Source: an optimization exercise on an open RTL-to-GDS flow (aim: small area). Production flows keep margins and buffers that such runs may drop.
Function was checked by simulation only, so behaviour that the tests miss may differ from the original.
No activity file was given, so power comes from the tool's default toggle rates.

job 6223:
==> flow/design.v (excerpt) <==
module axis_fir_15 #
    (
        parameter integer C_S00_AXIS_TDATA_WIDTH    = 64,
        parameter integer C_M00_AXIS_TDATA_WIDTH    = 64
    )
    (
        input wire  s00_axis_aclk, s00_axis_aresetn,
        input wire  s00_axis_tlast, s00_axis_tvalid,
        input wire [C_S00_AXIS_TDATA_WIDTH-1 : 0] s00_axis_tdata,
        input wire [(C_S00_AXIS_TDATA_WIDTH/8)-1: 0] s00_axis_tstrb,
        output logic  s00_axis_tready,
        input wire  m00_axis_aclk, m00_axis_aresetn,
        input wire  m00_axis_tready,
        output logic  m00_axis_tvalid, m00_axis_tlast,
        output logic [C_M00_AXIS_TDATA_WIDTH-1 : 0] m00_axis_tdata,
        output logic [(C_M00_AXIS_TDATA_WIDTH/8)-1: 0] m00_axis_tstrb
    );
    localparam integer N = 102;      
    localparam integer AW = 41;    
    logic [31:0] xs [0:N-1];        
    logic [6:0]  cnt;               
    logic signed [AW-1:0] acc;      
    wire accept = s00_axis_tvalid & m00_axis_tready;
    assign s00_axis_tready = m00_axis_tready;
    assign m00_axis_tdata = {{(64-AW){acc[AW-1]}}, acc};
    always_ff @(posedge s00_axis_aclk) begin
        if (accept) begin
            xs[0] <= s00_axis_tdata[63:32];
            for (int i = 1; i < N; i++) xs[i] <= xs[i-1];
        end
    end
    wire m0 = (cnt > 7'd0);
    wire [31:0] n0 = ~({32{m0}} & xs[0]);   
    wire m1 = (cnt > 7'd1);
    wire [31:0] n1 = ~({32{m1}} & xs[1]);   
    wire m4 = (cnt > 7'd4);
    wire [31:0] n4 = ~({32{m4}} & xs[4]);   
    wire m10 = (cnt > 7'd10);
    wire [31:0] n10 = ~({32{m10}} & xs[10]);   
    wire m23 = (cnt > 7'd23);
    wire [31:0] n23 = ~({32{m23}} & xs[23]);   
    wire m27 = (cnt > 7'd27);
    wire [31:0] n27 = ~({32{m27}} & xs[27]);   
  ...
clock: 12.0 ns
lec_check: 0
cap_margin: 20
core_margin: 2
core_utilization: 60
cts_buf_list: sky130_fd_sc_hd__clkbuf_8
cts_cluster_diameter: 60
cts_cluster_size: 16
slew_margin: 20
synth_hierarchical: 1
standard.sh (not shown) runs the stock make flow with config.mk's settings and CLKGATE_MAP_FILE= SYNTH_SCRIPT=/design/flow/synth_recipe.tcl, a recipe that flattens the netlist after the stock synthesis.
==> flow/flow/run.sh <==
#!/bin/bash
set -euo pipefail
export BUFFER_PORTS_ARGS="-buffer_cell sky130_fd_sc_hd__buf_1"
export CTS_ARGS="-sink_clustering_enable -repair_clock_nets -buf_list sky130_fd_sc_hd__clkbuf_8 -sink_clustering_size 16 -sink_clustering_max_diameter 60 -dont_use_dummy_load"
bash standard.sh > standard.log 2>&1
Job 6223 did not stop at any stage, and its layout met the timing, DRC and antenna checks.
Input-level comparison between job 1911 and job 6223:
# job 6223
export LEC_CHECK = 0
export CAP_MARGIN = 20
export CORE_MARGIN = 2
export CORE_UTILIZATION = 60
export CTS_BUF_LIST = sky130_fd_sc_hd__clkbuf_8
export CTS_CLUSTER_DIAMETER = 60
export CTS_CLUSTER_SIZE = 16
export SLEW_MARGIN = 20
export SYNTH_HIERARCHICAL = 1
create_clock -name core_clock -period 12.0 [get_ports {s00_axis_aclk}]
# job 1911
export LEC_CHECK = 0
export CAP_MARGIN = 20
export CORE_MARGIN = 2
export CORE_UTILIZATION = 70
export CTS_BUF_LIST = sky130_fd_sc_hd__clkbuf_8
export CTS_CLUSTER_DIAMETER = 60
export CTS_CLUSTER_SIZE = 16
export GPL_TIMING_DRIVEN = 0
export SLEW_MARGIN = 20
export SYNTH_HIERARCHICAL = 1
create_clock -name core_clock -period 12.0 [get_ports {s00_axis_aclk}]
==> flow/run.sh (new file) <==
#!/bin/bash
# synth_recipe.tcl (not shown) runs the flow's synth.tcl, then flattens the netlist and writes it again
# the make line also repeats each setting of config.mk as NAME=value (left out here)
make -C /OpenROAD-flow-scripts/flow DESIGN_CONFIG=/design/flow/config.mk WORK_HOME=/design/flow/orfs CLKGATE_MAP_FILE= SYNTH_SCRIPT=/design/flow/synth_recipe.tcl finish
removed: flow/flow/run.sh
removed: flow/standard.sh
--- outcome ---
- [compare] base=job 6223 new=job 1911: average wire per standard cell saw an increase; number of global-route vias before repair saw an increase.
- From job 6223 to job 1911, fraction of registers with async set or reset after synthesis did not move at all.
- Relative to job 6223, combined buffer and inverter count along the critical path has increased by 1 in job 1911.
- Delta (job 1911 minus job 6223): maximum clock skew at final layout shows a reduction of 0.031 ns, fmax has decreased, wire length flat, sum of negative setup slack essentially unchanged, slew at the pin closest to its max-slew limit saw an increase.
--- input diff job 1911..job 2134 ---
# job 1911
export LEC_CHECK = 0
export CAP_MARGIN = 20
export CORE_MARGIN = 2
export CORE_UTILIZATION = 70
export CTS_BUF_LIST = sky130_fd_sc_hd__clkbuf_8
export CTS_CLUSTER_DIAMETER = 60
export CTS_CLUSTER_SIZE = 16
export GPL_TIMING_DRIVEN = 0
export SLEW_MARGIN = 20
export SYNTH_HIERARCHICAL = 1
create_clock -name core_clock -period 12.0 [get_ports {s00_axis_aclk}]
# job 2134
export LEC_CHECK = 0
export CAP_MARGIN = 20
export CORE_MARGIN = 2
export CORE_UTILIZATION = 60
export CTS_BUF_LIST = sky130_fd_sc_hd__clkbuf_8
export CTS_CLUSTER_DIAMETER = 60
export CTS_CLUSTER_SIZE = 16
export SLEW_MARGIN = 20
export SYNTH_HIERARCHICAL = 1
create_clock -name core_clock -period 12.0 [get_ports {s00_axis_aclk}]
### Flow results
Compared to job 1911, job 2134 has number of detailed-route iterations in the first pass 1 higher. In terms of cell area, job 1911 and job 2134 differ only marginally. Compared with job 1911, job 2134 shows a routed length on met2 that is about 1.4% higher. Power attributed to combinational cells: job 2134 vs job 1911 — no meaningful difference. Between job 2134 and job 1911, the maximum frequency is lower for job 1911. Re shortest period the worst path allows: job 2134 and job 1911 aren't equal, and the lower value belongs to job 2134. Of the two values seen for endpoint of the worst setup timing path, acc[37] was produced by job 2134 and acc[31] by job 1911.

[re-timing with driven ports]
No port has a modelled driver above. Below, the same layouts with a new extraction and two added sets of constraints. Step 1, drivers: a clkbuf_16 drives s00_axis_aclk and a buf_2 each remaining input, both assumed. Step 2, shift: input delay + t, output delay - t, t = (earliest + latest rising clock arrival at the registers) / 2. This alone moves slack from input paths to output paths. Three values: ideal, step 1, step 2; two values: the first two.
run | shift t [ns] | setup slack, ns | worst setup path after step 2 | clock arrival spread, ns | pins driven straight from the clock port
job 6223 | 1.044 | 2.187 / 2.187 / 2.187 | register to register | 0.090 / 0.091 | 1
job 1911 | 1.123 | 1.192 / 1.192 / 1.192 | register to register | 0.055 / 0.055 | 1
job 2134 | 1.099 | 2.253 / 2.253 / 2.253 | register to register | 0.051 / 0.051 | 1
After both steps every run listed still meets setup and hold.
